Context: an optimization exercise on an open-source flow, tuned for small area, a short achievable clock period and few clock cycles. The choices shown serve that exercise and are no tape-out recipe.
Only simulation tests tie the RTL to the original design; equivalence was not proved.

==> inputs of run a <==
Design Riscv, start of the top module:
module Riscv(
  input clk,
  input reset,
  input [31:0] instr,
  input [31:0] mem_read_data,
  output [31:0] instr_addr,
  output [31:0] data_addr,
  output should_read_mem,
  output should_write_mem,
  output [31:0] mem_write_data
);
==> flow/config.mk <==
export PLATFORM = sky130hd
export DESIGN_NAME = Riscv
export DESIGN_NICKNAME = Riscv
export VERILOG_FILES = /design/flow/design.v
export SDC_FILE = /design/flow/constraint.sdc
export NUM_CORES = 8
export LEC_CHECK = 0
export CAP_MARGIN = 20
export CORE_MARGIN = 2
export CORE_UTILIZATION = 30
export CTS_CLUSTER_DIAMETER = 100
export CTS_CLUSTER_SIZE = 20
export PLACE_DENSITY = 0.45
export SLEW_MARGIN = 20
export SYNTH_HIERARCHICAL = 1
export SYNTH_MINIMUM_KEEP_SIZE = 0
==> flow/constraint.sdc <==
create_clock -name core_clock -period 60.0 [get_ports {clk}]
set_input_delay 12.0000 -clock core_clock [delete_from_list [all_inputs] [get_ports {clk}]]
set_output_delay 12.0000 -clock core_clock [all_outputs]
set_load 0.01 [all_outputs]
standard.sh (not shown) runs the stock make flow with config.mk's settings and CLKGATE_MAP_FILE= SYNTH_SCRIPT=/design/flow/synth_recipe.tcl, a recipe that flattens the netlist after the stock synthesis.
==> flow/flow/run.sh <==
#!/bin/bash
set -euo pipefail
export SETUP_SLACK_MARGIN=46.8
bash standard.sh > standard.log 2>&1
==> run b (differences from run a) <==
--- a/flow/design.v
+++ b/flow/design.v
@@ -1859,12 +1859,13 @@
   output [31:0] mem_write_data
 );
   localparam [63:0] NAN  = 64'h8000000000000000;
   localparam [63:0] PINF = 64'h7fffffffffffffff;
   localparam [63:0] NINF = 64'h8000000000000001;
   reg [31:0] pc;                  
+  reg [31:0] pc_n;                
   reg [31:0] ir;                  
   reg [31:0] xpc;                 
   reg        xv;                  
   reg        xhit0, xhit1;        
   reg [11:0] bt_tag0, bt_tag1;
   reg [11:0] bt_tgt0, bt_tgt1;
@@ -1891,23 +1892,22 @@
   reg [4:0]  w_rd;
   reg [63:0] w_data;
   reg [32*32-1:0] xq;
   reg [31:0]      xvalid;
   reg [32*64-1:0] fq;
   reg [31:0]      fvalid;
-  reg        mul_st;              
-  reg [1:0]  mul_ph;              
+  reg [1:0]  mul_ph;
   reg [64:0] mul_pl;
   reg        d_pa, d_pc;          
   reg        d_busy, d_done;
   reg [5:0]  d_cnt;
   reg [62:0] d_r;                 
   reg [62:0] d_b;                 
   reg [63:0] d_nq;                
   reg        d_neg;
-  assign instr_addr       = pc;
+  assign instr_addr       = ~pc_n;
   assign data_addr        = m_addr;
   assign mem_write_data   = m_wdata;
   assign should_read_mem  = m_rd_mem;
   assign should_write_mem = m_wr_mem;
   function [64:0] add64;
     input [63:0] x, y;
@@ -2030,18 +2030,17 @@
     end
   endgenerate
   wire [63:0] sh_x = {{32{sh_fill}}, sh_in} >> bop[4:0];
   assign sh_out = sh_x[31:0];
   wire [63:0] mul_p;
   wire [80:0] mul_t;
-  wire [1:0]  mul_phx;             
   reg [31:0] alu_res;
   always @* begin
     case (f3)
       3'b000: alu_res = !is_mul ? alu_sum :                   
-                        (mul_phx == 2'd0) ? mul_t[47:16] : mul_t[31:0];
+                        (mul_ph == 2'd0) ? mul_t[47:16] : mul_t[31:0];
       3'b001: alu_res = sh_rev;
       3'b010: alu_res = {31'b0, alu_lt};
       3'b011: alu_res = {31'b0, alu_ltu};
       3'b100: alu_res = x1 ^ bop;
       3'b101: alu_res = sh_out;
       3'b110: alu_res = x1 | bop;
@@ -2076,28 +2075,23 @@
   wire [63:0] add_b   = ((f_div & d_done) ? d_nq : ((f_div & d_pa) | f_sgn) ? a : b) ^ {64{add_sub}};
   wire [64:0] add_sx  = add64(add_a, add_b, add_sub);
   wire [63:0] add_sum = add_sx[63:0];
   wire add_bs  = f_sub ? (b_zero ? b_sign : !b_sign) : b_sign;
   wire add_nan = a_nan | b_nan | (a_inf & b_inf);
   wire [63:0] add_res = add_nan ? NAN : add_sum;       
-  wire [15:0] mb0 = is_mul ? x2[15:0] : b[15:0];
-  wire [15:0] mb1 = is_mul ? x2[31:16] : b[31:16];
-  wire [1:0]  mul_f0 = (mb0 != 16'b0) ? 2'd0 : (is_mul | (mb1 != 16'b0)) ? 2'd1 :
-                       (b[47:32] != 16'b0) ? 2'd2 : 2'd3;
-  assign mul_phx = mul_st ? mul_ph : mul_f0;
   wire [63:0] mul_a = is_mul ? {16'b0, x1, 16'b0} : a;
   reg  [17:0] mul_b;
   always @* begin
-    case (mul_phx)
-      2'd0:    mul_b = {2'b00, mb0};
-      2'd1:    mul_b = {2'b00, mb1};
+    case (mul_ph)
+      2'd0:    mul_b = {2'b00, is_mul ? x2[15:0] : b[15:0]};
+      2'd1:    mul_b = {2'b00, is_mul ? x2[31:16] : b[31:16]};
       2'd2:    mul_b = {2'b00, b[47:32]};
       default: mul_b = {b[63], b[63], b[63:48]};
     endcase
   end
-  BoothMul64x18 mul(.a(mul_a), .bm(mul_b), .acc(mul_st ? mul_pl : 65'b0), .t(mul_t));
+  BoothMul64x18 mul(.a(mul_a), .bm(mul_b), .acc(mul_ph == 2'd0 ? 65'b0 : mul_pl), .t(mul_t));
   assign mul_p = mul_t[63:0];
   wire mul_es  = (a_sign ^ b_sign) & !a_zero & !b_zero;
   wire mul_special = a_zero | b_zero | a_inf | b_inf;
   wire [63:0] mul_spec_res = (a_nan | b_nan | (a_inf & b_inf)) ? NAN :
                              (a_inf | b_inf) ? (mul_es ? PINF : NINF) : 64'b0;
   wire [63:0] sgn_res = (f3[1:0] == 2'b11) ? 64'b0 : add_sum;
@@ -2153,14 +2147,13 @@
                         f_mm            ? mm_res :
                                           cvtsw_res;
   wire [31:0] fpu_ires = f_cmp   ? {31'b0, f_cmpr} :
                          f_cvtws ? (ir[20] ? cvt_i32 : cvt_u32) :
                                    fp32;
   wire div_wait = f_div & !div_special & !d_done;
-  wire mul_last = f_mul ? (mul_phx == 2'd3) : (mul_phx == 2'd1) | (x2[31:16] == 16'b0);
-  wire mul_wait = ((f_mul & !mul_special) | is_mul) & !mul_last;
+  wire mul_wait = (f_mul & !mul_special & (mul_ph != 2'd3)) | (is_mul & (mul_ph != 2'd1) & (x2[31:16] != 16'b0));
   wire stall    = xv & (haz | div_wait | mul_wait);
   wire commit   = xv & !stall;
   wire d_idle   = !d_pa & !d_pc & !d_busy & !d_done;
   wire launch   = xv & f_div & !div_special & !haz & d_idle;
   wire x_taken  = i_jal | i_jalr | (i_br & br_taken);
   wire [31:0] target = i_jalr ? alu_sum : tgt_sum;
@@ -2181,18 +2174,22 @@
   always @(posedge clk or posedge reset) begin
     if (reset)
       xv <= 1'b0;
     else if (!stall)
       xv <= !redirect;
   end
+  wire [31:0] pc_next = redirect ? next_pc : f_hit0 ? {pc[31:14], bt_tgt0, 2'b00} :
+                        f_hit1 ? {pc[31:14], bt_tgt1, 2'b00} : pc + 32'd4;
   always @(posedge clk) begin
-    if (reset)
-      pc <= 32'b0;
-    else if (!stall)
-      pc <= redirect ? next_pc : f_hit0 ? {pc[31:14], bt_tgt0, 2'b00} :
-            f_hit1 ? {pc[31:14], bt_tgt1, 2'b00} : pc + 32'd4;
+    if (reset) begin
+      pc   <= 32'b0;
+      pc_n <= 32'hffffffff;
+    end else if (!stall) begin
+      pc   <= pc_next;
+      pc_n <= ~pc_next;
+    end
   end
   always @(posedge clk) begin
     if (!stall) begin
       xhit0 <= f_hit0;
       xhit1 <= f_hit1;
     end
@@ -2338,20 +2335,18 @@
         if (w_wi && w_rd == k) xvalid[k] <= 1'b1;
       for (k = 0; k < 32; k = k + 1)
         if (w_wx && w_rd == k) fvalid[k] <= 1'b1;
     end
   end
   always @(posedge clk or posedge reset) begin
-    if (reset) begin
-      mul_st <= 1'b0;
+    if (reset)
+      mul_ph <= 2'd0;
+    else if (xv & !haz & mul_wait)
+      mul_ph <= mul_ph + 2'd1;
+    else if (commit)
       mul_ph <= 2'd0;
-    end else if (xv & !haz & mul_wait) begin
-      mul_st <= 1'b1;
-      mul_ph <= mul_phx + 2'd1;
-    end else if (commit)
-      mul_st <= 1'b0;
   end
   always @(posedge clk)
     mul_pl <= mul_t[80:16];
   wire       d_zin = d_cnt < 6'd24;           
   wire       d_n1  = d_nq[63] & !d_zin;
   wire       d_n2  = d_nq[62] & !d_zin;
==> flow/flow/run.sh (replaced) <==
#!/bin/bash
set -euo pipefail
export SETUP_SLACK_MARGIN=47.0
bash standard.sh > standard.log 2>&1
==> flow/config.mk (replaced) <==
export PLATFORM = sky130hd
export DESIGN_NAME = Riscv
export DESIGN_NICKNAME = Riscv
export VERILOG_FILES = /design/flow/design.v
export SDC_FILE = /design/flow/constraint.sdc
export NUM_CORES = 8
export LEC_CHECK = 0
export CAP_MARGIN = 30
export CORE_MARGIN = 2
export CORE_UTILIZATION = 30
export CTS_CLUSTER_DIAMETER = 100
export CTS_CLUSTER_SIZE = 20
export PLACE_DENSITY = 0.6
export SLEW_MARGIN = 30
export SYNTH_HIERARCHICAL = 1
export SYNTH_MINIMUM_KEEP_SIZE = 0
==> run c (differences from run a) <==
--- a/flow/design.v
+++ b/flow/design.v
@@ -1882,23 +1882,20 @@
   reg [63:0] m_res;
   reg [31:0] m_addr;
   reg [31:0] m_wdata;
   reg        m_rd_mem, m_wr_mem;
   reg        m_fmt;               
   reg        m_mes;               
-  reg        m_afmt;              
-  reg        m_ainf, m_asame, m_asign;
   reg        w_wi, w_wx, w_cvt;
   reg [4:0]  w_rd;
   reg [63:0] w_data;
   reg [32*32-1:0] xq;
   reg [31:0]      xvalid;
   reg [32*64-1:0] fq;
   reg [31:0]      fvalid;
-  reg        mul_st;              
-  reg [1:0]  mul_ph;              
+  reg [1:0]  mul_ph;
   reg [64:0] mul_pl;
   reg        d_pa, d_pc;          
   reg        d_busy, d_done;
   reg [5:0]  d_cnt;
   reg [62:0] d_r;                 
   reg [62:0] d_b;                 
@@ -1934,33 +1931,12 @@
       cy[0] = c;
       for (i = 0; i < 64; i = i + 1)
         cy[i+1] = gg[i];
       add64 = {cy[64], p ^ cy[63:0]};
     end
   endfunction
-  function [6:0] lzc64;
-    input [63:0] v;
-    reg [63:0] zr, zn;
-    reg [6*64-1:0] cr, cn;
-    integer l, g;
-    begin
-      zr = ~v;
-      cr = 0;
-      for (l = 0; l < 6; l = l + 1) begin
-        zn = 0;
-        cn = 0;
-        for (g = 0; g < (32 >> l); g = g + 1) begin
-          zn[g] = zr[2*g+1] & zr[2*g];
-          cn[6*g +: 6] = zr[2*g+1] ? (cr[6*(2*g) +: 6] | (6'd1 << l)) : cr[6*(2*g+1) +: 6];
-        end
-        zr = zn;
-        cr = cn;
-      end
-      lzc64 = {zr[0], cr[5:0]};
-    end
-  endfunction
   wire [4:0] n_op = instr[6:2];
   wire [4:0] n_f5 = instr[31:27];
   wire [4:0] n_rd = instr[11:7];
   wire n_load  = n_op == 5'h00;
   wire n_flw   = n_op == 5'h01;
   wire n_opimm = n_op == 5'h04;
@@ -1997,16 +1973,13 @@
            | (m_late & m_wx & ((use_f1 & m1) | (use_f2 & m2)))
            | (w_cvt & ((use_f1 & w1) | (use_f2 & w2)));
   wire [31:0] rf_x1, rf_x2;
   wire [63:0] rf_f1, rf_f2;
   RegisterFile xrf(.q(xq), .s1(sel1 & xvalid), .s2(sel2 & xvalid), .rd1(rf_x1), .rd2(rf_x2));
   XmmRegisterFile frf(.q(fq), .s1(sel1 & fvalid), .s2(sel2 & fvalid), .rd1(rf_f1), .rd2(rf_f2));
-  wire        m_aovf = m_ainf | (m_asame & (m_asign != m_res[63]));
-  wire        m_sat  = (m_afmt & m_aovf) | (m_fmt & (m_res[63] != m_mes));
-  wire        m_satp = m_afmt ? m_res[63] : m_mes;
-  wire [63:0] m_val  = m_sat ? (m_satp ? PINF : NINF) : m_res;
+  wire [63:0] m_val = (m_fmt & (m_res[63] != m_mes)) ? (m_mes ? PINF : NINF) : m_res;
   wire [31:0] x1 = (m_wi & m1) ? m_val[31:0] : (w_wi & w1) ? w_data[31:0] : rf_x1;
   wire [31:0] x2 = (m_wi & m2) ? m_val[31:0] : (w_wi & w2) ? w_data[31:0] : rf_x2;
   wire [63:0] a  = (m_wx & m1) ? m_val : (w_wx & w1) ? w_data : rf_f1;
   wire [63:0] b  = (m_wx & m2) ? m_val : (w_wx & w2) ? w_data : rf_f2;
   wire [31:0] imm_i = {{20{ir[31]}}, ir[31:20]};
   wire [31:0] imm_s = {{20{ir[31]}}, ir[31:25], ir[11:7]};
@@ -2029,19 +2002,16 @@
       assign sh_rev[gi] = sh_out[31 - gi];
     end
   endgenerate
   wire [63:0] sh_x = {{32{sh_fill}}, sh_in} >> bop[4:0];
   assign sh_out = sh_x[31:0];
   wire [63:0] mul_p;
-  wire [80:0] mul_t;
-  wire [1:0]  mul_phx;             
   reg [31:0] alu_res;
   always @* begin
     case (f3)
-      3'b000: alu_res = !is_mul ? alu_sum :                   
-                        (mul_phx == 2'd0) ? mul_t[47:16] : mul_t[31:0];
+      3'b000: alu_res = is_mul ? mul_p[31:0] : alu_sum;      
       3'b001: alu_res = sh_rev;
       3'b010: alu_res = {31'b0, alu_lt};
       3'b011: alu_res = {31'b0, alu_ltu};
       3'b100: alu_res = x1 ^ bop;
       3'b101: alu_res = sh_out;
       3'b110: alu_res = x1 | bop;
@@ -2075,29 +2045,26 @@
   wire [63:0] add_a   = (f_div | f_sgn) ? 64'b0 : a;
   wire [63:0] add_b   = ((f_div & d_done) ? d_nq : ((f_div & d_pa) | f_sgn) ? a : b) ^ {64{add_sub}};
   wire [64:0] add_sx  = add64(add_a, add_b, add_sub);
   wire [63:0] add_sum = add_sx[63:0];
   wire add_bs  = f_sub ? (b_zero ? b_sign : !b_sign) : b_sign;
   wire add_nan = a_nan | b_nan | (a_inf & b_inf);
-  wire [63:0] add_res = add_nan ? NAN : add_sum;       
-  wire [15:0] mb0 = is_mul ? x2[15:0] : b[15:0];
-  wire [15:0] mb1 = is_mul ? x2[31:16] : b[31:16];
-  wire [1:0]  mul_f0 = (mb0 != 16'b0) ? 2'd0 : (is_mul | (mb1 != 16'b0)) ? 2'd1 :
-                       (b[47:32] != 16'b0) ? 2'd2 : 2'd3;
-  assign mul_phx = mul_st ? mul_ph : mul_f0;
+  wire add_ovf = a_inf | b_inf | ((a_sign == add_bs) & (a_sign != add_sum[63]));
+  wire [63:0] add_res = add_nan ? NAN : add_ovf ? (add_sum[63] ? PINF : NINF) : add_sum;
   wire [63:0] mul_a = is_mul ? {16'b0, x1, 16'b0} : a;
   reg  [17:0] mul_b;
   always @* begin
-    case (mul_phx)
-      2'd0:    mul_b = {2'b00, mb0};
-      2'd1:    mul_b = {2'b00, mb1};
+    case (mul_ph)
+      2'd0:    mul_b = {2'b00, is_mul ? x2[15:0] : b[15:0]};
+      2'd1:    mul_b = {2'b00, is_mul ? x2[31:16] : b[31:16]};
       2'd2:    mul_b = {2'b00, b[47:32]};
       default: mul_b = {b[63], b[63], b[63:48]};
     endcase
   end
-  BoothMul64x18 mul(.a(mul_a), .bm(mul_b), .acc(mul_st ? mul_pl : 65'b0), .t(mul_t));
+  wire [80:0] mul_t;
+  BoothMul64x18 mul(.a(mul_a), .bm(mul_b), .acc(mul_ph == 2'd0 ? 65'b0 : mul_pl), .t(mul_t));
   assign mul_p = mul_t[63:0];
   wire mul_es  = (a_sign ^ b_sign) & !a_zero & !b_zero;
   wire mul_special = a_zero | b_zero | a_inf | b_inf;
   wire [63:0] mul_spec_res = (a_nan | b_nan | (a_inf & b_inf)) ? NAN :
                              (a_inf | b_inf) ? (mul_es ? PINF : NINF) : 64'b0;
   wire [63:0] sgn_res = (f3[1:0] == 2'b11) ? 64'b0 : add_sum;
@@ -2130,21 +2097,25 @@
   wire [63:0] fp_in = i_fsw ? b : a;
   wire        fp_sign = fp_in[63];
   wire        fp_pinf = fp_in == PINF;
   wire        fp_ninf = fp_in == NINF;
   wire [63:0] fp_u = fp_sign ? -fp_in : fp_in;
   wire [62:0] fn0 = fp_u[62:0];
-  wire [6:0]  fp_lzc = lzc64({fn0, 1'b1});
-  wire [5:0]  fz = fp_lzc[5:0];
-  wire [62:0] fn1 = fz[5] ? {fn0[30:0], 32'b0} : fn0;
-  wire [62:0] fn2 = fz[4] ? {fn1[46:0], 16'b0} : fn1;
-  wire [62:0] fn3 = fz[3] ? {fn2[54:0], 8'b0} : fn2;
-  wire [62:0] fn4 = fz[2] ? {fn3[58:0], 4'b0} : fn3;
-  wire [62:0] fn5 = fz[1] ? {fn4[60:0], 2'b0} : fn4;
-  wire [62:0] fn6 = fz[0] ? {fn5[61:0], 1'b0} : fn5;
-  wire [7:0] fp_exp = (fn0 != 63'b0) ? 8'd141 - {2'b0, fz} : 8'd0;
+  wire fz5 = fn0[62:31] == 0;
+  wire [62:0] fn1 = fz5 ? {fn0[30:0], 32'b0} : fn0;
+  wire fz4 = fn1[62:47] == 0;
+  wire [62:0] fn2 = fz4 ? {fn1[46:0], 16'b0} : fn1;
+  wire fz3 = fn2[62:55] == 0;
+  wire [62:0] fn3 = fz3 ? {fn2[54:0], 8'b0} : fn2;
+  wire fz2 = fn3[62:59] == 0;
+  wire [62:0] fn4 = fz2 ? {fn3[58:0], 4'b0} : fn3;
+  wire fz1 = fn4[62:61] == 0;
+  wire [62:0] fn5 = fz1 ? {fn4[60:0], 2'b0} : fn4;
+  wire fz0 = !fn5[62];
+  wire [62:0] fn6 = fz0 ? {fn5[61:0], 1'b0} : fn5;
+  wire [7:0] fp_exp = fn6[62] ? 8'd141 - {2'b0, fz5, fz4, fz3, fz2, fz1, fz0} : 8'd0;
   wire [31:0] fp32 = (fp_in == NAN)                    ? 32'h7fc00000 :
                      (i_fsw ? fp_pinf : fp_ninf)       ? 32'h7f800000 :
                      (i_fsw ? fp_ninf : fp_pinf)       ? 32'hff800000 :
                                                          {fp_sign, fp_exp, fn6[61:39]};
   wire [63:0] fpu_res = (f_add | f_sub) ? add_res :
                         f_mul           ? (mul_special ? mul_spec_res : mul_p) :   
@@ -2153,14 +2124,13 @@
                         f_mm            ? mm_res :
                                           cvtsw_res;
   wire [31:0] fpu_ires = f_cmp   ? {31'b0, f_cmpr} :
                          f_cvtws ? (ir[20] ? cvt_i32 : cvt_u32) :
                                    fp32;
   wire div_wait = f_div & !div_special & !d_done;
-  wire mul_last = f_mul ? (mul_phx == 2'd3) : (mul_phx == 2'd1) | (x2[31:16] == 16'b0);
-  wire mul_wait = ((f_mul & !mul_special) | is_mul) & !mul_last;
+  wire mul_wait = (f_mul & !mul_special & (mul_ph != 2'd3)) | (is_mul & (mul_ph != 2'd1));
   wire stall    = xv & (haz | div_wait | mul_wait);
   wire commit   = xv & !stall;
   wire d_idle   = !d_pa & !d_pc & !d_busy & !d_done;
   wire launch   = xv & f_div & !div_special & !haz & d_idle;
   wire x_taken  = i_jal | i_jalr | (i_br & br_taken);
   wire [31:0] target = i_jalr ? alu_sum : tgt_sum;
@@ -2176,23 +2146,20 @@
                      i_lui            ? imm_u :
                      (i_jal | i_jalr) ? xpc4 :
                      f_mvwx           ? x1 :
                                         fpu_ires;
   wire [63:0] xres = wr_f & !f_mvwx ? fpu_res : {32'b0, ires};
   always @(posedge clk or posedge reset) begin
-    if (reset)
-      xv <= 1'b0;
-    else if (!stall)
-      xv <= !redirect;
-  end
-  always @(posedge clk) begin
-    if (reset)
+    if (reset) begin
       pc <= 32'b0;
-    else if (!stall)
+      xv <= 1'b0;
+    end else if (!stall) begin
       pc <= redirect ? next_pc : f_hit0 ? {pc[31:14], bt_tgt0, 2'b00} :
             f_hit1 ? {pc[31:14], bt_tgt1, 2'b00} : pc + 32'd4;
+      xv <= !redirect;
+    end
   end
   always @(posedge clk) begin
     if (!stall) begin
       xhit0 <= f_hit0;
       xhit1 <= f_hit1;
     end
@@ -2270,34 +2237,30 @@
                | (n_op_ & (instr[14:12] == 3'b000) & instr[30] & !instr[25]);
     end
   end
   always @(posedge clk or posedge reset) begin
     if (reset) begin
       m_wi <= 1'b0; m_wx <= 1'b0; m_late <= 1'b0; m_ld <= 1'b0; m_cvt <= 1'b0;
-      m_fmt <= 1'b0; m_afmt <= 1'b0;
+      m_rd_mem <= 1'b0; m_wr_mem <= 1'b0; m_fmt <= 1'b0;
     end else begin
       m_wi     <= commit & wr_x;
       m_wx     <= commit & wr_f;
       m_late   <= commit & (i_load | i_flw | f_mvwx);
       m_ld     <= commit & (i_load | i_flw);
       m_cvt    <= commit & (i_flw | f_mvwx);
+      m_rd_mem <= commit & (i_load | i_flw);
+      m_wr_mem <= commit & (i_store | i_fsw);
       m_fmt    <= commit & f_mul & !mul_special;
-      m_afmt   <= commit & (f_add | f_sub) & !add_nan;
     end
   end
   always @(posedge clk) begin
-    m_rd_mem <= commit & (i_load | i_flw);
-    m_wr_mem <= commit & (i_store | i_fsw);
     m_rd    <= rd;
     m_res   <= xres;
     m_addr  <= alu_sum;
     m_wdata <= i_fsw ? fp32 : x2;
     m_mes   <= mul_es;
-    m_ainf  <= a_inf | b_inf;
-    m_asame <= a_sign == add_bs;
-    m_asign <= a_sign;
   end
   always @(posedge clk or posedge reset) begin
     if (reset) begin
       w_wi <= 1'b0; w_wx <= 1'b0; w_cvt <= 1'b0;
     end else begin
       w_wi  <= m_wi;
@@ -2338,20 +2301,18 @@
         if (w_wi && w_rd == k) xvalid[k] <= 1'b1;
       for (k = 0; k < 32; k = k + 1)
         if (w_wx && w_rd == k) fvalid[k] <= 1'b1;
     end
   end
   always @(posedge clk or posedge reset) begin
-    if (reset) begin
-      mul_st <= 1'b0;
+    if (reset)
+      mul_ph <= 2'd0;
+    else if (xv & !haz & mul_wait)
+      mul_ph <= mul_ph + 2'd1;
+    else if (commit)
       mul_ph <= 2'd0;
-    end else if (xv & !haz & mul_wait) begin
-      mul_st <= 1'b1;
-      mul_ph <= mul_phx + 2'd1;
-    end else if (commit)
-      mul_st <= 1'b0;
   end
   always @(posedge clk)
     mul_pl <= mul_t[80:16];
   wire       d_zin = d_cnt < 6'd24;           
   wire       d_n1  = d_nq[63] & !d_zin;
   wire       d_n2  = d_nq[62] & !d_zin;
==> flow/flow/run.sh (replaced) <==
#!/bin/bash
set -euo pipefail
export SETUP_SLACK_MARGIN=46.3
bash standard.sh > standard.log 2>&1
==> comparison <==
In critical path depth, run a and run b do not differ.
Clock skew, lowest first: run b, run a, run c.
Wire length, highest first: run a, run c, run b.
Final area: run b is higher than run c (about 1.3%).
Non-clock buffer count: run c < run b < run a.
Cell count: run a is higher than run c (2.0%).
==> figures <==
|  | run b | run a | run c |
|---|---|---|---|
| Sinks on Clock Net | 3856 | 3825 | 3819 |
| Met3 Routed Length | 171000 microns | 182000 microns | 145000 microns |
| Number of antenna violations at the first check in global routing | 181 | 216 | 180 |
| Crit end category | output pin | output pin | flip-flop |
| Maximum number of pins on one net before global-route repair | 111 | 128 | 113 |
| Share of the clock period used by the worst path after layout | 22.6% | 22.8% | 23.2% |
| Result of the run | complete, no violations | complete, no violations | complete, no violations |
| Non-clock buffers | 1348 | 1576 | 1203 |
| Worst setup margin | 46.45 ns | 46.32 ns | 46.10 ns |
| Number of tap cells inserted | 9858 | 9858 | 9827 |
| Proportion of cell area occupied by registers | 44.2% | 43.1% | 44.5% |
| Global-route usage over all layers | 30.7% | 34.9% | 31.1% |
Testbench counts of run a, summed over its fixed seeds: cycles 103,144.
Testbench counts of run b, summed over its fixed seeds: cycles 104,016.
Testbench counts of run c, summed over its fixed seeds: cycles 105,531.

static timing again, ports no longer ideal:
The results above use ideal ports. As a check the final layouts listed here were re-extracted and re-timed, cells and wires unchanged.
Step 1 assumes that a clkbuf_16 drives the clock port and a buf_2 every other input.
Step 2 also shifts input and output timing later by t, the mid clock arrival at the registers, as if the neighbouring blocks saw the same clock.
Three values: ideal ports, drivers, drivers and shift; two values: the first two.
run | t, ns | setup WS [ns] | hold WS [ns] | pins driven straight from the clock port
run a | 1.215 | 46.321 / 46.174 / 45.987 | 0.355 / 0.355 / 0.355 | 1
run b | 1.188 | 46.447 / 46.316 / 45.892 | 0.377 / 0.377 / 0.377 | 1
run c | 1.209 | 46.101 / 46.052 / 45.243 | 0.383 / 0.383 / 0.383 | 1
After both steps every run listed still meets setup and hold. The setup slack of run c, which loses most, moves by -0.049 ns with the drivers and by -0.858 ns with both steps.
